Source: an optimization exercise on an open RTL-to-GDS flow (aim: small area, a short achievable clock period and few clock cycles). Production flows keep margins and buffers that such runs may drop. The RTL was checked by simulation tests, not by an equivalence proof against the original design. Power and IR drop assume default switching activity.

$ cat constraint.sdc
create_clock -name core_clock -period 22.0 [get_ports {clk}]
set_input_delay 4.4000 -clock core_clock [delete_from_list [all_inputs] [get_ports {clk}]]
set_output_delay 4.4000 -clock core_clock [all_outputs]
set_load 0.01 [all_outputs]
$ cat config.mk
export PLATFORM = sky130hd
export DESIGN_NAME = Pipelined_CPU
export DESIGN_NICKNAME = Pipelined_CPU
export VERILOG_FILES = /design/flow/design.v
export SDC_FILE = /design/flow/constraint.sdc
export NUM_CORES = 8
export LEC_CHECK = 0
export CAP_MARGIN = 20
export CORE_MARGIN = 2
export CORE_UTILIZATION = 55
export CTS_CLUSTER_DIAMETER = 120
export CTS_CLUSTER_SIZE = 20
export SETUP_SLACK_MARGIN = 1.0
export SLEW_MARGIN = 20
export SYNTH_HIERARCHICAL = 1
$ cat design.v
`timescale 1ns / 1ps
module Pipelined_CPU(
  input         clk,
  input         rst_n,
  output [6:0]  imem_addr,
  input  [31:0] imem_data,
  output [6:0]  dmem_addr,
  output [31:0] dmem_wdata,
  output        dmem_we,
  input  [31:0] dmem_rdata
);
  reg  [6:0]  FA;           
  reg  [6:0]  IA;           
  reg  [6:0]  IA1;          
  reg         BH;           
  reg         AV;           
  reg  [31:0] IR;           
  reg  [6:0]  XP1;          
  reg         XV;           
  reg  [6:0]  EPC;          
  reg  [31:0] SA, SB;       
  reg         BMA, BWA, LDA, BMB, BWB, LDB;
  reg  [6:0]  DA;           
  reg  [6:0]  FAO;          
  reg  [31:0] M_res;        
  reg  [31:0] M_wd;         
  reg  [4:0]  M_dst;
  reg         M_wr, M_ld, M_st;
  reg  [31:0] W_res;
  reg  [4:0]  W_dst;
  reg         W_wr, W_ld;
  reg  [31:0] rf [0:31];
  reg  [31:0] rv;           
  assign imem_addr  = FAO;
  assign dmem_addr  = DA;
  assign dmem_wdata = M_wd;
  assign dmem_we    = M_st;
  localparam C_SUB = 0, C_RT = 1, C_AND = 2, C_OR = 3, C_XOR = 4, C_NOR = 5,
             C_SLT = 6, C_STU = 7, C_SH = 8, C_LUI = 9, C_SUM = 10, C_SLL = 11,
             C_SRA = 12, C_UA = 13, C_UB = 14, NCTL = 15;
  function [NCTL-1:0] decode(input [31:0] w);
    reg [5:0] o, f;
    reg rt0, fadd, fsub, fand, f_or, fxor, fnor, fsll, fsrl, fsra, fslt, fstu, fjr, ralu;
    reg iadd, islt, istu, iand, i_or, ixor, ilui, ilw, isw, ialu, ibr2, ibr1;
    begin
      o = w[31:26];
      f = w[5:0];
      rt0  = (o == 6'h00);
      fadd = rt0 & (f[5:1] == 5'b10000);
      fsub = rt0 & (f[5:1] == 5'b10001);
      fand = rt0 & (f == 6'h24);
      f_or = rt0 & (f == 6'h25);
      fxor = rt0 & (f == 6'h26);
      fnor = rt0 & (f == 6'h27);
      fsll = rt0 & (f == 6'h04);
      fsrl = rt0 & (f == 6'h06);
      fsra = rt0 & (f == 6'h07);
      fslt = rt0 & (f == 6'h2A);
      fstu = rt0 & (f == 6'h2B);
      fjr  = rt0 & (f == 6'h08);
      ralu = fadd | fsub | fand | f_or | fxor | fnor | fsll | fsrl | fsra | fslt | fstu;
      iadd = (o[5:1] == 5'b00100);
      islt = (o == 6'h0A);
      istu = (o == 6'h0B);
      iand = (o == 6'h0C);
      i_or = (o == 6'h0D);
      ixor = (o == 6'h0E);
      ilui = (o == 6'h0F);
      ilw  = (o == 6'h23);
      isw  = (o == 6'h2B);
      ialu = iadd | islt | istu | iand | i_or | ixor;
      ibr2 = (o == 6'h04) | (o == 6'h05);
      ibr1 = (o == 6'h06) | (o == 6'h07) | ((o == 6'h01) & (w[20:17] == 4'd0));
      decode[C_SUB] = fsub | fslt | fstu | islt | istu;
      decode[C_RT]  = rt0;
      decode[C_AND] = fand | iand;
      decode[C_OR]  = f_or | i_or;
      decode[C_XOR] = fxor | ixor;
      decode[C_NOR] = fnor;
      decode[C_SLT] = fslt | islt;
      decode[C_STU] = fstu | istu;
      decode[C_SH]  = fsll | fsrl | fsra;
      decode[C_LUI] = ilui;
      decode[C_SUM] = ~(fand | iand | f_or | i_or | fxor | ixor | fnor | fslt | islt |
                        fstu | istu | fsll | fsrl | fsra | ilui);
      decode[C_SLL] = fsll;
      decode[C_SRA] = fsra;
      decode[C_UA]  = ralu | fjr | ialu | ilw | isw | ibr2 | ibr1;
      decode[C_UB]  = ralu | isw | ibr2;
    end
  endfunction
  reg [NCTL-1:0] CTL;
  wire [5:0] op = IR[31:26];
  wire [4:0] rs = IR[25:21];
  wire [4:0] rt = IR[20:16];
  wire [4:0] rd = IR[15:11];
  wire [5:0] fn = IR[5:0];
  wire [31:0] imm = {{16{IR[15]}}, IR[15:0]};
  wire rtype   = CTL[C_RT];
  wire is_jr   = (op == 6'h00) & (fn == 6'h08);
  wire r_alu   = (op == 6'h00) & ((fn[5:3] == 3'b100) | (fn[5:1] == 5'b10101) |
                                  (fn == 6'h04) | (fn == 6'h06) | (fn == 6'h07));
  wire i_alu   = (op[5:3] == 3'b001) & (op != 6'h0F);
  wire i_lui   = CTL[C_LUI];
  wire is_lw   = (op == 6'h23);
  wire is_sw   = (op == 6'h2B);
  wire is_beq  = (op == 6'h04);
  wire is_bne  = (op == 6'h05);
  wire is_blez = (op == 6'h06);
  wire is_bgtz = (op == 6'h07);
  wire is_bltz = (op == 6'h01) & (rt == 5'd0);
  wire is_bgez = (op == 6'h01) & (rt == 5'd1);
  wire is_j    = (op == 6'h02);
  wire useA = CTL[C_UA];
  wire useB = CTL[C_UB];
  wire wreg = r_alu | i_alu | i_lui | is_lw;
  wire [4:0] dst = rtype ? rd : rt;
  wire stall = XV & ((useA & LDA) | (useB & LDB));
  wire xexec = XV & ~stall;
  reg  [31:0] rfA, rfB;
  integer k;
  always @(*) begin
    rfA = 32'd0;
    rfB = 32'd0;
    for (k = 0; k < 32; k = k + 1) begin
      rfA = rfA | ({32{SA[k]}} & rf[k]);
      rfB = rfB | ({32{SB[k]}} & rf[k]);
    end
  end
  wire [31:0] opA = ({32{BMA}} & M_res) | ({32{BWA}} & W_res) | rfA;
  wire [31:0] opB = ({32{BMB}} & M_res) | ({32{BWB}} & W_res) | rfB;
  wire        use_imm = ~rtype;
  wire [31:0] srcB = ({32{BMB & rtype}} & M_res) | ({32{BWB & rtype}} & W_res) |
                     ({32{rtype}} & rfB) | ({32{use_imm}} & imm);
  wire        sub = CTL[C_SUB];
  wire [31:0] bx  = srcB ^ {32{sub}};
  wire [31:0] pg = opA & bx;
  wire [31:0] pp = opA ^ bx;
  wire [31:0] g0 = {pg[31:1], pg[0] | (pp[0] & sub)};
  wire [31:0] g1, g2, g3, g4, cy, p1, p2, p3, p4, p5;
  pfx_level #(0) pl0 (.g(g0), .p(pp), .go(g1), .po(p1));
  pfx_level #(1) pl1 (.g(g1), .p(p1), .go(g2), .po(p2));
  pfx_level #(2) pl2 (.g(g2), .p(p2), .go(g3), .po(p3));
  pfx_level #(3) pl3 (.g(g3), .p(p3), .go(g4), .po(p4));
  pfx_level #(4) pl4 (.g(g4), .p(p4), .go(cy), .po(p5));
  wire [31:0] sum  = pp ^ {cy[30:0], sub};
  wire        lt_s = (opA[31] ^ srcB[31]) ? opA[31] : sum[31];
  wire        lt_u = ~cy[31];
  function [31:0] rev32(input [31:0] x);
    integer k;
    begin
      for (k = 0; k < 32; k = k + 1) rev32[k] = x[31 - k];
    end
  endfunction
  wire        f_sll  = CTL[C_SLL];
  wire [31:0] sh_in  = f_sll ? rev32(opB) : opB;
  wire        fill   = CTL[C_SRA] & opB[31];
  wire        sh_big = |opA[31:5];
  wire [63:0] sh_ext = {{32{fill}}, sh_in} >> opA[4:0];
  wire [31:0] sh_r   = sh_big ? {32{fill}} : sh_ext[31:0];
  wire [31:0] sh_out = f_sll ? rev32(sh_r) : sh_r;
  wire r_and = CTL[C_AND];
  wire r_or  = CTL[C_OR];
  wire r_xor = CTL[C_XOR];
  wire f_nor = CTL[C_NOR];
  wire r_slt = CTL[C_SLT];
  wire r_stu = CTL[C_STU];
  wire r_sh  = CTL[C_SH];
  wire r_sum = CTL[C_SUM];
  wire [31:0] alu = ({32{r_and}} & pg) | ({32{r_or}} & (pg | pp)) | ({32{r_xor}} & pp) |
                    ({32{f_nor}} & ~(pg | pp)) | ({32{r_sh}} & sh_out) |
                    ({32{i_lui}} & {IR[15:0], 16'd0}) | ({32{r_sum}} & sum) |
                    {31'd0, (r_slt & lt_s) | (r_stu & lt_u)};
  wire eq   = (opA == opB);
  wire zer  = (opA == 32'd0);
  wire neg  = opA[31];
  wire taken = (is_beq & eq) | (is_bne & ~eq) | (is_blez & (neg | zer)) |
               (is_bgtz & ~(neg | zer)) | (is_bltz & neg) | (is_bgez & ~neg);
  wire [6:0] pc1  = XP1;
  wire [6:0] btgt = pc1 + IR[6:0];
  wire [6:0] xnext = is_jr ? opA[6:0] : is_j ? IR[6:0] : taken ? btgt : pc1;
  wire s_epc = ~XV;
  wire s_jr  = XV & ~stall & is_jr;
  wire s_j   = XV & ~stall & is_j;
  wire s_bt  = XV & ~stall & ~is_jr & ~is_j & taken;
  wire s_pc1 = XV & ~(s_jr | s_j | s_bt);
  wire [6:0] expc = ({7{s_epc}} & EPC) | ({7{s_jr}} & opA[6:0]) | ({7{s_j}} & IR[6:0]) |
                    ({7{s_bt}} & btgt) | ({7{s_pc1}} & pc1);
  wire ia_hit = (s_epc & (IA == EPC)) | (s_jr & (IA == opA[6:0])) | (s_j & (IA == IR[6:0])) |
                (s_bt & (IA == btgt)) | (s_pc1 & (IA == pc1));
  wire fa_hit = (s_epc & (FA == EPC)) | (s_jr & (FA == opA[6:0])) | (s_j & (FA == IR[6:0])) |
                (s_bt & (FA == btgt)) | (s_pc1 & (FA == pc1));
  wire accept = AV & ~stall & ia_hit;
  wire [5:0] iop = imem_data[31:26];
  wire       ibr = (iop == 6'h04) | (iop == 6'h05) | (iop == 6'h06) | (iop == 6'h07) |
                   ((iop == 6'h01) & (imem_data[20:17] == 4'd0));
  wire       ij  = (iop == 6'h02);
  wire       ipt = ij | (ibr & imem_data[6]);
  wire [6:0] isum;
  add7 tadd (.a(IA1), .b(imem_data[6:0]), .s(isum));
  wire [6:0] itgt = ij ? imem_data[6:0] : isum;
  reg  [6:1] bt_tag [0:1];
  reg  [6:0] bt_tgt [0:1];
  reg  [1:0] bt_v;
  wire [6:0] FA1  = FA + 7'd1;
  wire       fidx = FA1[0];
  wire       xidx = XP1[0];
  wire       bhit  = bt_v[fidx] & (bt_tag[fidx] == FA1[6:1]);
  wire [6:0] bpred = bhit ? bt_tgt[fidx] : FA1;
  wire       xtk   = xexec & (is_jr | is_j | taken);
  wire       redir   = ipt & ~BH;
  wire [6:0] fa_next = accept ? (redir ? itgt : bpred) : (fa_hit ? bpred : expc);
  wire       bh_next = bhit & (accept ? ~redir : fa_hit);
  always @(posedge clk or negedge rst_n) begin
    if (!rst_n) bt_v <= 0;
    else if (xtk) bt_v[xidx] <= 1'b1;
  end
  always @(posedge clk) begin
    if (xtk) begin
      bt_tag[xidx] <= XP1[6:1];
      bt_tgt[xidx] <= xnext;
    end
  end
  always @(posedge clk or negedge rst_n) begin
    if (!rst_n) begin
      FA  <= 7'd0;
      BH  <= 1'b0;
      AV  <= 1'b0;
      XV  <= 1'b0;
      EPC <= 7'd0;
      M_wr <= 1'b0;
      W_wr <= 1'b0;
    end else begin
      FA  <= fa_next;
      BH  <= bh_next;
      AV  <= 1'b1;
      if (!stall) XV <= accept;
      if (xexec) EPC <= xnext;
      M_wr <= xexec & wreg;
      W_wr <= M_wr;
    end
  end
  always @(posedge clk) begin
    IA  <= FA;
    IA1 <= FA1;
    IR  <= ir_n;
    CTL <= decode(ir_n);
    SA  <= (32'd1 << nrs) & rv_n & {32{~(n_ma | n_wa)}};
    SB  <= (32'd1 << nrt) & rv_n & {32{~(n_mb | n_wb)}};
    BMA <= n_ma & ~is_lw;
    BWA <= ~n_ma & n_wa & ~M_ld;
    LDA <= n_ma ? is_lw : (n_wa & M_ld);
    BMB <= n_mb & ~is_lw;
    BWB <= ~n_mb & n_wb & ~M_ld;
    LDB <= n_mb ? is_lw : (n_wb & M_ld);
    if (!stall) XP1 <= IA1;
    DA  <= sum[8:2];
    FAO  <= rst_n ? fa_next : 7'd0;
    M_st <= rst_n & xexec & is_sw;
    M_res <= alu;
    M_wd  <= opB;
    M_dst <= dst;
    M_ld  <= is_lw;
    W_res <= M_res;
    W_dst <= M_dst;
    W_ld  <= M_ld;
  end
  wire [31:0] ir_n = stall ? IR : imem_data;
  wire [31:0] rv_n = rv | ({32{W_wr}} & (32'd1 << W_dst));
  wire [4:0] nrs  = ir_n[25:21];
  wire [4:0] nrt  = ir_n[20:16];
  wire       n_wx = xexec & wreg;
  wire       n_ma = n_wx & (dst == nrs);
  wire       n_mb = n_wx & (dst == nrt);
  wire       n_wa = M_wr & (M_dst == nrs);
  wire       n_wb = M_wr & (M_dst == nrt);
  wire [31:0] wdata = W_ld ? dmem_rdata : W_res;
  always @(posedge clk) begin
    if (W_wr) rf[W_dst] <= wdata;
  end
  always @(posedge clk or negedge rst_n) begin
    if (!rst_n) rv <= 32'd0;
    else rv <= rv_n;
  end
endmodule
module pfx_level #(parameter L = 0) (
  input  [31:0] g,
  input  [31:0] p,
  output [31:0] go,
  output [31:0] po
);
  genvar i;
  generate
    for (i = 0; i < 32; i = i + 1) begin : b
      if (((i >> L) & 1) == 1) begin : c
        localparam integer J = ((i >> (L + 1)) << (L + 1)) + (1 << L) - 1;
        assign go[i] = g[i] | (p[i] & g[J]);
        assign po[i] = p[i] & p[J];
      end else begin : n
        assign go[i] = g[i];
        assign po[i] = p[i];
      end
    end
  endgenerate
endmodule
module add7 (
  input  [6:0] a,
  input  [6:0] b,
  output [6:0] s
);
  wire [6:0] g0 = a & b;
  wire [6:0] p0 = a ^ b;
  wire [6:0] g1, p1, g2, p2, g3;
  pfx_level7 #(0) l0 (.g(g0), .p(p0), .go(g1), .po(p1));
  pfx_level7 #(1) l1 (.g(g1), .p(p1), .go(g2), .po(p2));
  pfx_level7 #(2) l2 (.g(g2), .p(p2), .go(g3), .po());
  assign s = p0 ^ {g3[5:0], 1'b0};
endmodule
module pfx_level7 #(parameter L = 0) (
  input  [6:0] g,
  input  [6:0] p,
  output [6:0] go,
  output [6:0] po
);
  genvar i;
  generate
    for (i = 0; i < 7; i = i + 1) begin : b
      if (((i >> L) & 1) == 1) begin : c
        localparam integer J = ((i >> (L + 1)) << (L + 1)) + (1 << L) - 1;
        assign go[i] = g[i] | (p[i] & g[J]);
        assign po[i] = p[i] & p[J];
      end else begin : n
        assign go[i] = g[i];
        assign po[i] = p[i];
      end
    end
  endgenerate
endmodule
$ cat standard.sh
#!/bin/bash
# synth_recipe.tcl (not shown) runs the flow's synth.tcl, then flattens the netlist and writes it again
# the make line also repeats each setting of config.mk as NAME=value (left out here)
make -C /OpenROAD-flow-scripts/flow DESIGN_CONFIG=/design/flow/config.mk WORK_HOME=/design/flow/orfs CLKGATE_MAP_FILE= SYNTH_SCRIPT=/design/flow/synth_recipe.tcl "${@:-finish}"
$ cat flow/run.sh
#!/bin/bash
# Layout flow for this design: the standard ORFS flow (standard.sh, with
# the standard synthesis and the design's constraint.sdc unchanged), with
#  - the setup repair steps (floorplan, CTS, global route) asked for a larger
#    setup margin, so that they size and buffer the logic for speed instead of
#    stopping as soon as the 22 ns constraint is met;
set -euo pipefail
bash standard.sh \
  SETUP_SLACK_MARGIN=16.6 \
  "BUFFER_PORTS_ARGS=-buffer_cell sky130_fd_sc_hd__buf_4" \
  finish > flow.log 2>&1
==> results of run 1 <==
## per-stage QoR
stage	total power [mW]	setup slack (ns)
after global routing	5.46	16.38
after floorplan	3.50	16.03
after CTS	5.28	16.40
after detailed placement	3.74	15.68
final	5.34	16.26
after global placement	3.73	15.65
## flip-flops by register name, indices dropped and copies added, names as in the netlist, 2 cells and up
name,flops
CTL,15
DA,7
EPC,7
FA,7
FAO,7
IA,7
IA1,7
IR,32
M_dst,5
M_res,32
M_wd,32
SA,32
SB,32
W_dst,5
W_res,32
XP1,7
bt_tag,12
bt_tgt,14
bt_v,2
rf,1024
rv,32
## power by group through the flow
| stage | clock network [mW] | registers [mW] | logic, mW |
|---|---|---|---|
| CTS | 1.58 | 2.99 | 0.714 |
| global placement | 0 | 3.05 | 0.684 |
| global route | 1.67 | 3.00 | 0.794 |
| finish | 1.59 | 3.00 | 0.749 |
| detailed placement | 0 | 3.05 | 0.691 |
| floorplan | 0 | 2.98 | 0.522 |
## repair_timing
action,4_1_cts,5_1_grt
resized for setup,123,53
cloned,1,0
buffers inserted,22,20
pin swaps,26,21
endpoints found under the setup margin,113,147
## path summary, 6_finish.rpt
| kind | from | to | slack (ns) | cells past startpoint |
|---|---|---|---|---|
| setup / recovery | SB[24] | M_res[0] | 16.26 | 18 |
| hold / removal | M_dst[1] | W_dst[1] | 0.43 | 0 |
| min in group asynchronous | rst_n | rv[7] | 3.97 | 2 |
| setup reg to reg | SB[24] | M_res[0] | 16.26 | 18 |
| hold reg to reg | M_dst[1] | W_dst[1] | 0.43 | 0 |
| max in group asynchronous | rst_n | bt_v[1] | 17.42 | 2 |
## final cells by class
class,count,area [sq um]
fill,9039,45800
sequential,1364,38400
multi-input combinational,2995,23000
timing repair buffer,308,2550
clock buffer,128,2180
tap,1512,1890
inverter,167,629
clock inverter,9,135
antenna,22,55.1
## per-layer routing
| layer | GRT usage | vias to the layer above | share of wire |
|---|---|---|---|
| li1 | - | 19500 | - |
| met1 | 0.607 | 25600 | 0.32 |
| met2 | 0.705 | 6122 | 0.40 |
| met3 | 0.257 | 1932 | 0.18 |
| met4 | 0.334 | 23 | 0.094 |
| met5 | 0.00681 | - | 0.00091 |
==> flow_summary.ini, run 1 <==
[critical_path]
cp_cell_sequence = buf_4 > a22oi_1 > nand4_1 > nor4_1 > nand4_1 > mux2_2 > xor2_1 > ha_1 > and2_1 > a21o_1 > a21o_1 > a21o_4 > a21o_2 > xnor2_1 > a21oi_1 > o21bai_1 > a221oi_1 > o21ai_0
crit_required_ns = 22.60
end_kind = flop
crit_family = compound AO/OA/AOI/OAI gates
cp_slowest_cell = nand4_1
critPathKind = reg2reg
cp_max_fo = 23
worstPathArrival_ns = 6.34
cp_slowest_stage_delay_ns = 0.72
worstSetupStartpointType = flop
path_buf_inv = 1

[power_and_ir_drop]
peakVddDrop_v = 0.0000727
p_int_mw = 3.86
switching_power_mw = 1.48
cellLeakagePower_nw = 24.6
p_comb_frac = 0.140
p_per_area_nw_per_um2 = 77.6
clkPwrFrac = 0.298
netSwitchingFraction = 0.277
p_seq_frac = 0.561

[route]
via_per_inst = 8.19
final_antenna_net_count = 0
drc = 0
wire_per_inst_um = 46.9
totalWireLength_mm = 305
first_iter_violations = 13000
vias = 53300
drtPass1Iterations = 11

[cts]
clock_latency_ns = 0.73
cts.clk_slew.worst_paths_ns = 0.10
cts_made_buffers = 79
h-tree-depth = 3
clockRootBuffer = clkbuf_16
cts_tree = yes
clockBufferDepth = 3
cts.sinks = 1364
postCtsHoldBufs = 0

[timing]
period_minus_slack_ns = 5.74
timing.setup.tns_ns = 0
worst_pin_slew_ns = 1.27
fin_worst_skew_ns = 0.0516
fmax_ghz = 0.174
final_max_slew_viol_count = 0
rsz0062_at_grt = true
slew_headroom = 0.154
hold_viol_final = 0
post-route-period-util = 0.261
hold_slack_ns = 0.430
setup_viol = 0

[cells_and_area]
drive_gt1_frac = 0.160
instances_no_fill = 6505
nets = 5060
fin_area_sq_um = 68800
finalCoreUtilization = 0.600
final_cell_mix = edfxtp_1 (1,067), a22oi_1 (1,045), buf_4 (249)
final_common_cell = edfxtp_1
syn_to_final_growth_pct = 8.02

[yosys]
syn_nets = 5131
ys_warn_count = 7
syn_avg_cell_area_sq_um = 12.8
syn_area_sq_um = 63700
synthCells = 4986

[global_routing]
grt_overflow = 0
antenna_found_initial = 21
grt_pass1_vias = 48700
grtUsageTotal = 0.504
grt_pass1_wl_mm = 405
grt_max_degree = 60

[die]
pin_count = 113
start_util = 0.556
num_rows = 124
core_area_sq_um = 115000
die_height_um = 344
die-area_sq_um = 119000
die_w_um = 344

[worst_hold_path]
hold_path.class = reg2reg

[placed_design]
dpl.cell_count = 6303
placed_cell_area_sq_um = 65500
port_buffers = 112
place_congestion = 0.996
hpwl_mm = 176

[outcome]
status = complete, no violations

[job]
max_cap_viol_count = 0
Testbench counts, summed over its fixed seeds: cycles 45,979.
==> inputs of run 2 (changes only) <==
--- a/flow/run.sh
+++ b/flow/run.sh
@@ -6,6 +6,6 @@
 #    stopping as soon as the 22 ns constraint is met;
 set -euo pipefail
 bash standard.sh \
-  SETUP_SLACK_MARGIN=16.6 \
+  SETUP_SLACK_MARGIN=16.9 \
   "BUFFER_PORTS_ARGS=-buffer_cell sky130_fd_sc_hd__buf_4" \
   finish > flow.log 2>&1
==> run 2 against run 1 <==
Compared with the run above:
- first-iteration DRC count decreased by 2.3%
- clock power about the same
- clock-buffer cell count unchanged
- design area increased by 1.9%
- critical path depth decreased by 17
- sequential share of layout area decreased by 1.0 points
- maximum frequency increased by 2.5%
- critical path type is now reg2out
- still clean on timing, DRC and antenna
- non-clock buffer count increased by 70
- total power increased by 0.66%
- largest cell class unchanged
==> flow_summary.ini, run 2 <==
[outcome]
status = complete, no violations

[cells_and_area]
largest_reg_flops = 1024
drive_gt1_frac = 0.190
fin_area_sq_um = 70200
syn_to_final_growth_pct = 10.1
nets = 5130
final_cell_mix = edfxtp_1 (1,067), a22oi_1 (1,045), buf_4 (275)
largest_register = rf
final_common_cell = edfxtp_1

[timing]
post-route-period-util = 0.254
hold_viol_final = 0
timing.setup.tns_ns = 0
rsz0062_at_grt = true
setup_viol = 0
fmax_ghz = 0.179
worst_pin_slew_ns = 1.20
period_minus_slack_ns = 5.60
final_max_slew_viol_count = 0
fin_worst_skew_ns = 0.0507
slew_headroom = 0.195

[yosys]
synthCells = 4986
ys_warn_count = 7
syn_avg_cell_area_sq_um = 12.8
syn_area_sq_um = 63700
syn_nets = 5131

[placed_design]
hpwl_mm = 176
place_congestion = 0.996
placed_cell_area_sq_um = 65500
port_buffers = 112

[route]
wire_per_inst_um = 46.7
drtPass1Iterations = 11
via_per_inst = 8.14
first_iter_violations = 12700
drc = 0
final_antenna_net_count = 0
totalWireLength_mm = 307
vias = 53500

[critical_path]
cp_cell_sequence = buf_6
worstSetupStartpointType = flop
end_kind = output port
critPathKind = reg2out
path_buf_inv = 1
cp_slowest_cell = dfxtp_2
worstSetupPathDepth = 1
cp_slowest_stage_delay_ns = 0.36
cp_max_fo = 1
crit_family = flip-flops
reg2regPathDepth = 19
worstPathArrival_ns = 1.20
crit_required_ns = 17.60

[job]
max_cap_viol_count = 0

[global_routing]
grt_pass1_wl_mm = 408
antenna_found_initial = 15
met3_usage = 0.257
grtUsageMet1 = 0.613
grt_max_degree = 60
grt_overflow = 0
grt_pass1_vias = 49200
top_usage_layer = met2
grtUsageTotal = 0.507
grt_use_met2 = 0.708

[cts]
clock_latency_ns = 0.74
h-tree-depth = 3
cts.sinks = 1364
clockRootBuffer = clkbuf_16
cts.clk_slew.worst_paths_ns = 0.10
cts_made_buffers = 79
cts_tree = yes
clockBufferDepth = 3
postCtsHoldBufs = 0

[worst_hold_path]
worstHoldPathCells = 0
hold_path.class = reg2reg

[die]
core_area_sq_um = 115000
start_util = 0.556
die_w_um = 344
die-area_sq_um = 119000
pin_count = 113
num_rows = 124
die_height_um = 344

[power_and_ir_drop]
p_seq_frac = 0.558
netSwitchingFraction = 0.279
p_int_mw = 3.88
switching_power_mw = 1.50
p_per_area_nw_per_um2 = 76.6
p_comb_frac = 0.145
cellLeakagePower_nw = 25.2
peakVddDrop_v = 0.0000727
clkPwrFrac = 0.297
==> run 2: changes by cell type in the layout (fill, tap and decap cells not counted), moves of 5 or more <==
cell / change
nor2_4: +5
nor3_4: +9
buf_4: +26
nand3_2: -8
nand3_4: +9
buf_6: +38
nor3_1: -63
nor3_2: +54
==> run 2: worst reg2reg max path: stages (launching register included) <==
cell      delay (ns)
dfxtp_2         0.49
buf_4           0.43
a22oi_1         0.36
nand4_1         0.14
nor4_2          0.52
nand4_4         0.33
inv_1           0.12
a21oi_1         0.08
xor2_1          0.19
ha_1            0.40
and2_1          0.31
and2_1          0.28
and2_1          0.50
and2_1          0.22
a21o_2          0.15
xnor2_1         0.12
a21oi_1         0.05
o21bai_1        0.17
a221oi_1        0.28
o21ai_0         0.14
==> run 2: repair_timing <==
| action | 4_1_cts | 5_1_grt |
|---|---|---|
| endpoints found under the hold margin | 0 | 0 |
| setup endpoints to repair | 210 | 206 |
| pin swaps | 63 | 46 |
| resized for setup | 247 | 94 |
| setup buffers | 77 | 35 |
| gates cloned | 1 | 0 |
==> run 2: cell type report <==
cell class	count	area [sq um]
Sequential cell	1364	38400
Inverter	167	632
Antenna cell	19	47.5
Clock buffer	128	2180
Multi-Input combinational cell	2995	23600
Fill cell	8917	44500
Timing Repair Buffer	378	3280
Clock inverter	9	135
Tap cell	1512	1890
==> run 2: worst paths after layout <==
check	endpoint	from	slack (ns)
max	dmem_wdata[14]	M_wd[14]	16.40
max in group asynchronous	bt_v[1]	rst_n	17.70
min	W_dst[1]	M_dst[1]	0.43
max reg2reg	M_res[0]	SB[7]	16.61
min in group asynchronous	rv[3]	rst_n	3.85
min reg2reg	W_dst[1]	M_dst[1]	0.43
==> run 2: power groups by stage <==
stage,Clock (mW),Combinational [mW],Sequential [mW]
6_report,1.60,0.781,3.00
3_3_place_gp,0,0.684,3.05
4_1_cts,1.58,0.736,2.99
3_5_place_dp,0,0.691,3.05
5_1_grt,1.67,0.825,3.00
2_1_floorplan,0,0.522,2.98
==> run 2: metal layers <==
| layer | share of wire | vias to the layer above |
|---|---|---|
| li1 | - | 19700 |
| met1 | 0.32 | 25800 |
| met2 | 0.40 | 6070 |
| met3 | 0.18 | 1931 |
| met4 | 0.094 | 24 |
| met5 | 0.0012 | - |
==> run 2: metrics by stage <==
step / power, mW / worst slack, ns / hold WS, ns / instances / utilization
3_5_place_dp: 3.74 / 15.68 / 0.405 / 6303 / 0.571
3_3_place_gp: 3.73 / 15.65 / 0.392 / 6303 / 0.571
6_report: 5.38 / 16.40 / 0.432 / 6572 / 0.612
4_1_cts: 5.31 / 16.40 / 0.422 / 6518 / 0.606
5_1_grt: 5.49 / 16.39 / 0.431 / 6555 / 0.612
2_1_floorplan: 3.50 / 16.03 / 0.345 / 4986 / -
==> inputs of run 3 (changes only) <==
--- a/config.mk
+++ b/config.mk
@@ -7,7 +7,7 @@
 export LEC_CHECK = 0
 export CAP_MARGIN = 20
 export CORE_MARGIN = 2
-export CORE_UTILIZATION = 55
+export CORE_UTILIZATION = 65
 export CTS_CLUSTER_DIAMETER = 120
 export CTS_CLUSTER_SIZE = 20
 export SETUP_SLACK_MARGIN = 1.0
==> run 3 against run 2 <==
Compared with the run above:
- still clean on timing, DRC and antenna
- critical path depth did not move
- via count rose by 2.1%
- synthesized cell count did not move
- combinational power fell by 0.8%
- maximum frequency rose by 0.42%
- sequential cell count did not move
- design area rose by 0.30%
- sequential share of layout area fell by 0.16 points
- first-iteration DRC count rose by 13%
- wire length fell by 5.2%
- clock-buffer cell count rose by 9
- highest routed layer unchanged
==> flow_summary.ini, run 3 <==
[route]
drc = 0
top_layer_used = met5
via_per_inst = 8.62
totalWireLength_mm = 291
wl_met2_mm = 111
wl_met3_mm = 59.8
wire_per_inst_um = 45.9
vias = 54600
first_iter_violations = 14300
wl_met1_mm = 85.7
final_antenna_net_count = 0
drtPass1Iterations = 22

[yosys]
syn_area_sq_um = 63700
synthCells = 4986
syn_avg_cell_area_sq_um = 12.8
syn_nets = 5131
ys_warn_count = 7

[die]
die_height_um = 317
num_rows = 114
die-area_sq_um = 101000
core_area_sq_um = 97000
die_w_um = 317
start_util = 0.657
pin_count = 113

[timing]
post-route-period-util = 0.253
hold_viol_final = 0
final_max_slew_viol_count = 0
hold_slack_ns = 0.385
fmax_ghz = 0.179
period_minus_slack_ns = 5.57
fin_worst_skew_ns = 0.0629
rsz0062_at_grt = true
slew_headroom = 0.208
worst_pin_slew_ns = 1.19
setup_viol = 0
timing.setup.tns_ns = 0

[placed_design]
hpwl_mm = 166
port_buffers = 112
place_congestion = 1.02
dpl.cell_count = 6063

[global_routing]
grtUsageTotal = 0.566
grt_pass1_wl_mm = 389
grt_overflow = 0
antenna_found_initial = 12
grt_pass1_vias = 49700
grt_max_degree = 61

[cts]
cts_made_buffers = 79
clock_latency_ns = 0.75
cts.clk_slew.worst_paths_ns = 0.09
clockRootBuffer = clkbuf_16
h-tree-depth = 3
cts_tree = yes
postCtsHoldBufs = 0
cts.sinks = 1364
clockBufferDepth = 3

[cells_and_area]
nets = 5130
syn_to_final_growth_pct = 10.5
nFillCells = 6399
final_cell_mix = edfxtp_1 (1,067), a22oi_1 (1,044), buf_4 (250)
finalCoreUtilization = 0.726
largest_register = rf
instances_no_fill = 6338
largest_reg_flops = 1024
drive_gt1_frac = 0.194
final_common_cell = edfxtp_1

[critical_path]
worstSetupStartpointType = flop
crit_family = flip-flops
cp_slowest_stage_delay_ns = 0.34
cp_max_fo = 1
critPathKind = reg2out
crit_required_ns = 17.60
cp_slowest_cell = dfxtp_2
cp_cell_sequence = buf_6
end_kind = output port
path_buf_inv = 1
worstPathArrival_ns = 1.17

[power_and_ir_drop]
p_int_mw = 3.89
peakVddDrop_v = 0.0000804
cellLeakagePower_nw = 25.4
p_seq_frac = 0.559
clkPwrFrac = 0.297
p_per_area_nw_per_um2 = 76.2
switching_power_mw = 1.48
p_comb_frac = 0.145
netSwitchingFraction = 0.275
finalPower_mw = 5.36

[job]
max_cap_viol_count = 0

[outcome]
status = complete, no violations

[worst_hold_path]
hold_path.class = reg2reg
-- run 3: cell type report --
| cell class | count | area, sq um | share of cell area |
|---|---|---|---|
| Clock buffer | 137 | 2240 | 0.0318 |
| Antenna cell | 14 | 35.0 | 0.000498 |
| Timing Repair Buffer | 378 | 3430 | 0.0487 |
| Tap cell | 1276 | 1600 | 0.0227 |
| Multi-Input combinational cell | 2995 | 23900 | 0.340 |
| Sequential cell | 1364 | 38400 | 0.546 |
| Clock inverter | 7 | 134 | 0.00190 |
| Inverter | 167 | 634 | 0.00901 |
-- run 3: stage by stage --
| step | setup slack (ns) | area (sq um) |
|---|---|---|
| 3_3_place_gp | 15.69 | 65200 |
| 2_1_floorplan | 16.03 | 64100 |
| 6_report | 16.43 | 70400 |
| 4_1_cts | 16.43 | 69300 |
| 5_1_grt | 16.41 | 70400 |
| 3_5_place_dp | 15.71 | 65200 |
-- run 3: power groups by stage --
stage | Combinational, mW | Sequential [mW] | Clock (mW)
finish | 0.775 | 3.00 | 1.59
global route | 0.816 | 3.00 | 1.64
CTS | 0.721 | 2.99 | 1.55
detailed placement | 0.680 | 3.04 | 0
global placement | 0.669 | 3.04 | 0
floorplan | 0.522 | 2.98 | 0
-- run 3: layer usage --
metal | vias to the layer above | global-route usage
li1 | 19700 | -
met1 | 25400 | 0.652
met2 | 7007 | 0.759
met3 | 2525 | 0.349
met4 | 33 | 0.413
met5 | - | 0.0805
-- run 3: worst paths after layout --
path                            from             to  slack [ns]  cells after the start
setup / recovery             M_wd[4]  dmem_wdata[4]       16.43                      1
hold / removal             M_res[31]      W_res[31]        0.39                      0
setup reg to reg              SA[23]         FAO[5]       16.44                     13
hold reg to reg            M_res[31]      W_res[31]        0.39                      0
max in group asynchronous      rst_n          FA[2]       17.85                      1
min in group asynchronous      rst_n           M_wr        3.67                      1
-- run 3: repair_timing --
item,CTS,global route
setup endpoints to repair,227,206
gates resized for setup,256,178
setup buffers,74,42
endpoints found under the hold margin,0,0
pin swaps,65,43
cloned,1,0
==> inputs of run 4 (changes only) <==
--- a/flow/run.sh
+++ b/flow/run.sh
@@ -6,6 +6,6 @@
 #    stopping as soon as the 22 ns constraint is met;
 set -euo pipefail
 bash standard.sh \
-  SETUP_SLACK_MARGIN=16.9 \
+  SETUP_SLACK_MARGIN=17.2 \
   "BUFFER_PORTS_ARGS=-buffer_cell sky130_fd_sc_hd__buf_4" \
   finish > flow.log 2>&1
--- a/config.mk
+++ b/config.mk
@@ -7,9 +7,10 @@
 export LEC_CHECK = 0
 export CAP_MARGIN = 20
 export CORE_MARGIN = 2
-export CORE_UTILIZATION = 65
+export CORE_UTILIZATION = 55
 export CTS_CLUSTER_DIAMETER = 120
 export CTS_CLUSTER_SIZE = 20
 export SETUP_SLACK_MARGIN = 1.0
 export SLEW_MARGIN = 20
 export SYNTH_HIERARCHICAL = 1
+export TNS_END_PERCENT = 10
==> run 4 against run 3 <==
Compared with the run above:
- die area increased by 18%
- critical path depth did not move
- register-to-register slack improved by 0.24 ns
- combinational power fell by 4.0%
- setup slack worse by 0.0049 ns
- sequential cell count is the same
- synthesized cell count did not move
- via count fell by 3.4%
- wire length rose by 3.6%
- sequential share of layout area up 0.83 points
- clock power barely moved
- largest power group unchanged
==> flow_summary.ini, run 4 <==
[global_routing]
grt_pass1_vias = 48600
grt_max_degree = 61
grt_overflow = 0
grt_pass1_wl_mm = 400
grtUsageTotal = 0.496
antenna_found_initial = 9

[cells_and_area]
nFillCells = 9133
nets = 5094
drive_gt1_frac = 0.166
finalCoreUtilization = 0.604
final_common_cell = edfxtp_1
largest_reg_flops = 1024
syn_to_final_growth_pct = 8.70
final_cell_mix = edfxtp_1 (1,067), a22oi_1 (1,045), buf_4 (284)
largest_register = rf
instances_no_fill = 6530

[critical_path]
r2r_start = SB[2]
reg2reg_to = M_res[0]
worstSetupStartpointType = flop
end_kind = output port
cp_slowest_stage_delay_ns = 0.34
cp_slowest_cell = dfxtp_2
crit_required_ns = 17.60
rrSetupSlack_ns = 16.68
worstPathArrival_ns = 1.18
worstSetupPathDepth = 1
cp_cell_sequence = buf_6
cp_max_fo = 1
reg2regPathDepth = 20
path_buf_inv = 1
crit_family = flip-flops
critPathKind = reg2out

[timing]
slew_headroom = 0.174
timing.setup.tns_ns = 0
fmax_ghz = 0.179
fin_worst_skew_ns = 0.0756
worst_pin_slew_ns = 1.24
final_max_slew_viol_count = 0
rsz0062_at_grt = true
setup_viol = 0
period_minus_slack_ns = 5.58
hold_slack_ns = 0.382
hold_viol_final = 0
post-route-period-util = 0.254

[route]
totalWireLength_mm = 302
drc = 0
final_antenna_net_count = 0
first_iter_violations = 12600
wire_per_inst_um = 46.2
vias = 52800
via_per_inst = 8.08
drtPass1Iterations = 12

[die]
core_area_sq_um = 115000
die-area_sq_um = 119000
num_rows = 124
pin_count = 113
die_height_um = 344
die_w_um = 344
start_util = 0.556

[cts]
clockBufferDepth = 3
h-tree-depth = 3
cts_tree = yes
clock_latency_ns = 0.75
cts_made_buffers = 79
cts.sinks = 1364
cts.clk_slew.worst_paths_ns = 0.09
clockRootBuffer = clkbuf_16

[power_and_ir_drop]
p_int_mw = 3.87
p_seq_frac = 0.560
clkPwrFrac = 0.301
switching_power_mw = 1.48
netSwitchingFraction = 0.277
peakVddDrop_v = 0.0000813
p_comb_frac = 0.139
finalPower_mw = 5.35
p_per_area_nw_per_um2 = 77.3
cellLeakagePower_nw = 24.9

[yosys]
synthCells = 4986
syn_nets = 5131
ys_warn_count = 7
syn_avg_cell_area_sq_um = 12.8
syn_area_sq_um = 63700

[worst_hold_path]
hold_path.class = reg2reg
worstHoldStart = M_res[25]
worstHoldPathCells = 0
min_to = W_res[25]

[placed_design]
dpl.cell_count = 6305
place_congestion = 0.990
hpwl_mm = 175
port_buffers = 112

[outcome]
status = complete, no violations

[job]
max_cap_viol_count = 0
-- run 4: per-layer routing --
| metal | wire (um) | track usage |
|---|---|---|
| met4 | 28200 | 0.346 |
| met2 | 122000 | 0.697 |
| met5 | 601 | 0.0216 |
| met1 | 97700 | 0.595 |
| met3 | 52500 | 0.241 |
-- run 4: power groups by stage --
| stage | clock network (mW) | registers, mW | logic (mW) |
|---|---|---|---|
| global placement | 0 | 3.05 | 0.672 |
| CTS | 1.59 | 2.99 | 0.714 |
| floorplan | 0 | 2.98 | 0.523 |
| detailed placement | 0 | 3.05 | 0.676 |
| finish | 1.61 | 3.00 | 0.744 |
| global route | 1.68 | 3.00 | 0.791 |
-- run 4: layout make-up --
class                      instances  area, sq um  area share
sequential                      1364        38400       0.554
multi-input combinational       2995        23100       0.334
timing repair buffer             342         2820      0.0407
clock buffer                     130         2210      0.0319
tap                             1512         1890      0.0273
inverter                         167          631     0.00910
clock inverter                     9          168     0.00242
antenna                           11         27.5    0.000397
-- run 4: worst max path at each step --
stage | from | end
finish | M_wd[1] | dmem_wdata[1]
global route | FAO[5] | imem_addr[5]
CTS | FAO[5] | imem_addr[5]
detailed placement | imem_data[1] | FAO[5]
global placement | imem_data[1] | FAO[5]
floorplan | imem_data[27] | FAO[5]
-- run 4: repair_timing --
action,CTS,global route
gates resized for setup,136,48
hold buffers,0,0
pin swaps,40,11
setup endpoints to repair,228,223
cloned,1,0
setup buffers,52,22
-- run 4: per-stage QoR --
stage / area [sq um] / worst slack [ns]
3_3_place_gp: 65600 / 15.68
3_5_place_dp: 65600 / 15.68
2_1_floorplan: 64100 / 16.03
5_1_grt: 69200 / 16.39
4_1_cts: 68900 / 16.40
6_report: 69300 / 16.42
==> inputs of run 5 (changes only) <==
--- a/design.v
+++ b/design.v
@@ -209,8 +209,10 @@
   wire [6:0] bpred = bhit ? bt_tgt[fidx] : FA1;
   wire       xtk   = xexec & (is_jr | is_j | taken);
   wire       redir   = ipt & ~BH;
-  wire [6:0] fa_next = accept ? (redir ? itgt : bpred) : (fa_hit ? bpred : expc);
-  wire       bh_next = bhit & (accept ? ~redir : fa_hit);
+  wire       seq     = (FA == IA1) | BH;
+  wire [6:0] fa_int  = accept ? (seq ? bpred : IA1) : (fa_hit ? bpred : expc);
+  wire [6:0] fa_next = (accept & redir) ? itgt : fa_int;
+  wire       bh_next = bhit & (accept ? (~redir & seq) : fa_hit);
   always @(posedge clk or negedge rst_n) begin
     if (!rst_n) bt_v <= 0;
     else if (xtk) bt_v[xidx] <= 1'b1;
==> run 5 against run 4 <==
Compared with the run above:
- still clean on timing, DRC and antenna
- setup slack worse by 0.018 ns
- sequential cell count stayed put
- clock-buffer cell count is 5 higher
- utilization is 1.3 points higher
- die area is 1.1% lower
- clock power hardly changed
==> flow_summary.ini, run 5 <==
[outcome]
status = complete, no violations

[cells_and_area]
syn_to_final_growth_pct = 11.7
instances_no_fill = 6666
largest_reg_flops = 1024
final_cell_mix = a22oi_1 (1,073), edfxtp_1 (1,067), buf_4 (331)
nFillCells = 8867
largest_register = rf
nets = 5218
final_common_cell = a22oi_1
drive_gt1_frac = 0.174

[power_and_ir_drop]
peakVddDrop_v = 0.0000780
finalPower_mw = 5.39
p_per_area_nw_per_um2 = 76.6
cellLeakagePower_nw = 25.4

[critical_path]
worstPathArrival_ns = 1.20
crit_family = flip-flops
worstSetupStartpointType = flop
path_buf_inv = 1
end_kind = output port
cp_slowest_cell = dfxtp_4
crit_required_ns = 17.60
cp_max_fo = 1
cp_slowest_stage_delay_ns = 0.37
cp_cell_sequence = buf_6
critPathKind = reg2out

[timing]
setup_viol = 0
timing.setup.tns_ns = 0
final_max_slew_viol_count = 0
post-route-period-util = 0.254
worst_pin_slew_ns = 1.22
slew_headroom = 0.184
hold_viol_final = 0
rsz0062_at_grt = true
fin_worst_skew_ns = 0.0719
fmax_ghz = 0.179
timing.final.ws_setup_ns = 16.40
period_minus_slack_ns = 5.60

[route]
drtPass1Iterations = 14
totalWireLength_mm = 308
vias = 54200
wire_per_inst_um = 46.2
drc = 0
first_iter_violations = 13500
final_antenna_net_count = 0
via_per_inst = 8.12

[yosys]
ys_warn_count = 7
synthCells = 5030
syn_nets = 5175
syn_avg_cell_area_sq_um = 12.5
syn_area_sq_um = 63000

[cts]
h-tree-depth = 3
clockRootBuffer = clkbuf_16
postCtsHoldBufs = 0
cts.clk_slew.worst_paths_ns = 0.09
clockBufferDepth = 3
cts.sinks = 1364
clock_latency_ns = 0.74
cts_made_buffers = 79
cts_tree = yes

[global_routing]
grt_max_degree = 57
grtUsageTotal = 0.505
grt_overflow = 0
grtUsageMet1 = 0.599
met3_usage = 0.277
grt_pass1_wl_mm = 405
antenna_found_initial = 16
grt_use_met2 = 0.698
grt_pass1_vias = 49300
top_usage_layer = met2

[placed_design]
port_buffers = 112
dpl.cell_count = 6354
place_congestion = 1.01
dp_slack_ns = 15.41
hpwl_mm = 176

[die]
pin_count = 113
start_util = 0.553
core_area_sq_um = 114000
die_height_um = 343
die-area_sq_um = 117000
die_w_um = 343
num_rows = 124

[job]
max_cap_viol_count = 0

[worst_hold_path]
hold_path.class = reg2reg
## run 5: cell types whose count changed in the layout (fill, tap and decap cells not counted), moves of 21 or more
| cell | delta |
|---|---|
| a221oi_1 | -24 |
| a22o_1 | -21 |
| a22oi_1 | +28 |
| buf_12 | +22 |
| buf_4 | +47 |
| dfxtp_2 | -33 |
| dfxtp_4 | +21 |
| nor3_1 | -23 |
| xnor2_1 | +26 |
## run 5: what timing repair did
item / in CTS / in global routing
setup endpoints to repair: 229 / 229
gates cloned: 0 / 5
pin swaps: 33 / 45
resized for setup: 84 / 259
buffers inserted: 49 / 96
endpoints found under the hold margin: 0 / 0
## run 5: per-layer routing
layer | up-vias | share of wire
met5 | - | 0.0010
met1 | 25800 | 0.32
met4 | 18 | 0.10
met2 | 6345 | 0.39
met3 | 2101 | 0.18
li1 | 19900 | -
## run 5: layout make-up
class	instances	area, sq um	area share
Antenna cell	19	47.5	0.000675
Clock buffer	135	2230	0.0317
Clock inverter	8	124	0.00176
Inverter	162	624	0.00887
Multi-Input combinational cell	3043	23200	0.329
Sequential cell	1364	38400	0.546
Tap cell	1512	1890	0.0269
Timing Repair Buffer	423	3910	0.0555
## run 5: per-stage QoR
step	hold WS (ns)	util	area [sq um]
global route	0.410	0.617	70400
finish	0.399	0.618	70400
detailed placement	0.377	0.573	65300
CTS	0.402	0.600	68400
floorplan	0.345	-	63400
global placement	0.377	0.573	65300
## run 5: where the power goes
group	switching, mW	total [mW]	internal (mW)
Combinational	0.485	0.778	0.293
Clock	0.898	1.60	0.705
Sequential	0.123	3.01	2.89
## run 5: path summary, 6_finish.rpt
check                           from  cells past startpoint             to  slack [ns]
setup reg to reg              SA[20]                     17      M_res[17]       16.69
max in group asynchronous      rst_n                      1         EPC[2]       17.61
setup / recovery             M_wd[5]                      1  dmem_wdata[5]       16.40
min in group asynchronous      rst_n                      1          rv[9]        3.77
hold / removal             M_res[14]                      0      W_res[14]        0.40
hold reg to reg            M_res[14]                      0      W_res[14]        0.40
Testbench counts of run 5, summed over its fixed seeds: cycles 45,822.
==> inputs of run 6 (changes only) <==
--- a/design.v
+++ b/design.v
@@ -209,10 +209,8 @@
   wire [6:0] bpred = bhit ? bt_tgt[fidx] : FA1;
   wire       xtk   = xexec & (is_jr | is_j | taken);
   wire       redir   = ipt & ~BH;
-  wire       seq     = (FA == IA1) | BH;
-  wire [6:0] fa_int  = accept ? (seq ? bpred : IA1) : (fa_hit ? bpred : expc);
-  wire [6:0] fa_next = (accept & redir) ? itgt : fa_int;
-  wire       bh_next = bhit & (accept ? (~redir & seq) : fa_hit);
+  wire [6:0] fa_next = accept ? (redir ? itgt : bpred) : (fa_hit ? bpred : expc);
+  wire       bh_next = bhit & (accept ? ~redir : fa_hit);
   always @(posedge clk or negedge rst_n) begin
     if (!rst_n) bt_v <= 0;
     else if (xtk) bt_v[xidx] <= 1'b1;
==> run.sh (new file) <==
#!/bin/bash
# synth_recipe.tcl (not shown) runs the flow's synth.tcl, then flattens the netlist and writes it again
# the make line also repeats each setting of config.mk as NAME=value (left out here)
make -C /OpenROAD-flow-scripts/flow DESIGN_CONFIG=/design/flow/config.mk WORK_HOME=/design/flow/orfs CLKGATE_MAP_FILE= SYNTH_SCRIPT=/design/flow/synth_recipe.tcl finish
--- a/config.mk
+++ b/config.mk
@@ -12,5 +12,3 @@
 export CTS_CLUSTER_SIZE = 20
 export SETUP_SLACK_MARGIN = 1.0
 export SLEW_MARGIN = 20
-export SYNTH_HIERARCHICAL = 1
-export TNS_END_PERCENT = 10
removed: flow/run.sh
removed: standard.sh
==> run 6 against run 5 <==
Compared with the run above:
- still clean
- register-to-register slack worse by 1.7 ns
- total power down 0.53%
- combinational power down 0.6%
- wire length shrank 0.76%
- utilization shrank 1.5 points
- first-iteration DRC count increased by 5.0%
- largest power group unchanged
- highest routed layer unchanged
==> flow_summary.ini, run 6 <==
[outcome]
status = complete, no violations

[timing]
hold_viol_final = 0
fmax_ghz = 0.143
post-route-period-util = 0.317
period_minus_slack_ns = 6.97
worst_pin_slew_ns = 1.21
final_max_slew_viol_count = 0
rsz0062_at_grt = false
setup_viol = 0
fin_worst_skew_ns = 0.0598
slew_headroom = 0.195
timing.setup.tns_ns = 0

[yosys]
synth_commonest_cells = edfxtp_1 (1,067), a22oi_1 (1,037), nand2_1 (252)
ys_types = 92
synthCells = 4819
yosysSeqAreaShare = 0.617
ys_warn_count = 1
syn_nets = 4954
synthArstFlopShare = 0.0389
syn_area_sq_um = 62000
ys.flop_type = edfxtp_1
synth_seq_cells = 1364
syn_avg_cell_area_sq_um = 12.9
yosysTopAreaCell = edfxtp_1
yosysTopAreaCellShare = 0.517
synth_area_leaders = edfxtp_1 (52%), a22oi_1 (13%), dfxtp_1 (7.9%), nand4_1 (2.5%), mux2i_1 (2.2%)
yosysMostFrequentCell = edfxtp_1
synth-edff-count = 1067

[global_routing]
top_usage_layer = met2
grtUsageTotal = 0.517
grt_pass1_vias = 49400
grtUsageMet1 = 0.654
grt_overflow = 0
grt_use_met2 = 0.691
grt_max_degree = 53
met3_usage = 0.258
grt_pass1_wl_mm = 409
antenna_found_initial = 20

[route]
via_per_inst = 8.36
wire_per_inst_um = 47.2
totalWireLength_mm = 306
first_iter_violations = 14200
drtPass1Iterations = 11
drc = 0
final_antenna_net_count = 0
vias = 54000

[cells_and_area]
instances_no_fill = 6467
nFillCells = 8836
nets = 5013
finalCoreUtilization = 0.602
final_common_cell = edfxtp_1
largest_register = rf
final-seq-area_sq_um = 38300
final_cell_mix = edfxtp_1 (1,067), a22oi_1 (1,037), nand2_1 (251)
syn_to_final_growth_pct = 9.00
largest_reg_flops = 1024
drive_gt1_frac = 0.108
multiInputGateArea_sq_um = 21900

[critical_path]
cp_slowest_stage_delay_ns = 0.81
critPathKind = reg2reg
worstSetupStartpointType = flop
r2r_start = SB[5]
reg2regPathDepth = 19
crit_required_ns = 22.56
critPathCapture = M_res[15]
cp_max_fo = 20
startpoint = SB[5]
worstSetupPathDepth = 19
cp_slowest_cell = nand4_1
reg2reg_to = M_res[15]
rrSetupSlack_ns = 15.03
path_buf_inv = 1
end_kind = flop
cp_cell_sequence = buf_4 > a22oi_1 > nand4_1 > nor4_1 > nand4_1 > mux2_2 > xnor2_1 > ha_1 > o21a_1 > o21ai_0 > a21oi_1 > o211ai_1 > a21boi_0 > nor3_1 > o21bai_1 > a21oi_1 > o21ai_0 > a21o_1 > o211ai_1
crit_family = compound AO/OA/AOI/OAI gates
worstPathArrival_ns = 7.53

[cts]
cts_tree = yes
cts_setup_buffers = 0
clockRootBuffer = clkbuf_16
cts_made_buffers = 78
clock_latency_ns = 0.75
h-tree-depth = 3
cts.clk_slew.worst_paths_ns = 0.10
cts.sinks = 1364
cts_resized = 0
clockBufferDepth = 3
postCtsHoldBufs = 0

[placed_design]
hpwl_mm = 179
dpl.cell_count = 6296
place_congestion = 1.03
port_buffers = 112

[power_and_ir_drop]
p_per_area_nw_per_um2 = 79.4
finalPower_mw = 5.36
cellLeakagePower_nw = 22.8
peakVddDrop_v = 0.0000787

[die]
num_rows = 123
die_w_um = 340
core_area_sq_um = 112000
pin_count = 113
start_util = 0.553
die_height_um = 340
die-area_sq_um = 115000

[worst_hold_path]
hold_path.class = reg2reg

[job]
max_cap_viol_count = 0
[run 6: cell count changes in the layout (fill, tap and decap cells not counted), moves of 30 or more]
cell             delta
o21ai_0            +32
and2_1             -37
nand2_1            +49
a21o_1             -70
xnor2_1            +62
clkdlybuf4s50_1   +111
a22oi_1            -36
buf_4             -155
nor2_1             +36
dfxtp_4            -30
xor2_1             -77
buf_6              -47
mux2i_1            -56
a221oi_1           +41
[run 6: worst min path at each step]
stage | to | start | depth (start not counted)
after global placement | W_res[21] | M_res[21] | 0
after CTS | W_res[21] | M_res[21] | 0
after global routing | W_res[21] | M_res[21] | 0
after detailed placement | W_res[21] | M_res[21] | 0
after floorplan | IA[2] | FA[2] | 0
final | W_res[21] | M_res[21] | 0
[run 6: through the flow]
step	setup slack, ns	area, sq um	hold slack [ns]
2_1_floorplan	15.55	62000	0.345
3_3_place_gp	14.81	65100	0.363
3_5_place_dp	14.76	65100	0.361
4_1_cts	15.49	67500	0.375
5_1_grt	15.12	67500	0.386
6_report	15.03	67600	0.376
[run 6: layout make-up]
class                           instances  area share
Tap cell                             1500      0.0278
Inverter                              144     0.00802
Clock inverter                          7     0.00215
Timing Repair Buffer                  294      0.0375
Sequential cell                      1364       0.567
Clock buffer                          138      0.0325
Antenna cell                           24    0.000889
Multi-Input combinational cell       2996       0.324
[run 6: logic make-up (layout without fill, tap and decap cells)]
logic type | after synthesis | count (layout) | synth area share
AO/OA/AOI/OAI | 1472 | 1472 | 0.177
flip-flops | 1364 | 1364 | 0.617
AND/OR/NAND/NOR | 1029 | 1029 | 0.0860
buffers and inverters | 459 | 583 | 0.0345
multiplexers | 232 | 232 | 0.0435
XOR/XNOR | 193 | 193 | 0.0273
adder cells (fa/ha/maj) | 69 | 69 | 0.0148
other | 1 | 25 | 0.0000605
[run 6: power by group]
part | leakage [nW] | switching [mW] | internal [mW]
sequential | 12.4 | 0.102 | 2.90
combinational | 9.30 | 0.497 | 0.277
clock | 1.10 | 0.898 | 0.694
[run 6: per-layer routing]
metal / share of wire / vias to the layer above
li1: - / 19500
met1: 0.33 / 25700
met2: 0.39 / 6748
met3: 0.19 / 2065
met4: 0.094 / 18
met5: 0.00073 / -
[run 6: worst reg2reg max path, delay by kind of cell (launching register included)]
family,cells,cell delay [ns]
xor gates and xnor gates,1,0.15
buffers and inverters,1,0.49
AOI/OAI and AO/OA,11,2.65
muxes,1,0.63
and+or+nand+nor,4,1.92
adders and majority gates,1,0.38
DFF,1,0.58
Testbench counts of run 6, summed over its fixed seeds: cycles 45,979.

[afterwards: timing with drivers on the ports]
The results above use ideal ports. As a check the final layouts listed here were re-extracted and re-timed, cells and wires unchanged. Step 1: set_driving_cell puts a clkbuf_16 on clk and a buf_2 on each other input, an assumption about the parent block. Step 2 moves the port delays by t, midway between the first and last clock arrival at a register: inputs arrive t later, outputs are due t later. That takes back most of the time a late clock gives input paths. Three values: no drivers, after step 1, after step 2; two values: the first two.
| run | t (ns) | setup WS [ns] | latest minus earliest clock arrival (ns) | pins driven straight from the clock port |
|---|---|---|---|---|
| run 1 | 0.785 | 16.260 / 16.260 / 15.779 | 0.052 / 0.052 | 1 |
| run 2 | 0.790 | 16.402 / 16.326 / 15.784 | 0.051 / 0.051 | 1 |
| run 3 | 0.791 | 16.425 / 16.352 / 15.719 | 0.063 / 0.063 | 1 |
| run 4 | 0.786 | 16.420 / 16.348 / 15.789 | 0.076 / 0.076 | 1 |
| run 5 | 0.779 | 16.402 / 16.327 / 15.692 | 0.071 / 0.072 | 1 |
| run 6 | 0.806 | 15.028 / 15.028 / 14.698 | 0.061 / 0.061 | 1 |
After both steps setup and hold are still met in every run listed. The setup slack of run 5, which loses most, moves by -0.075 ns with the drivers and by -0.710 ns with both steps.
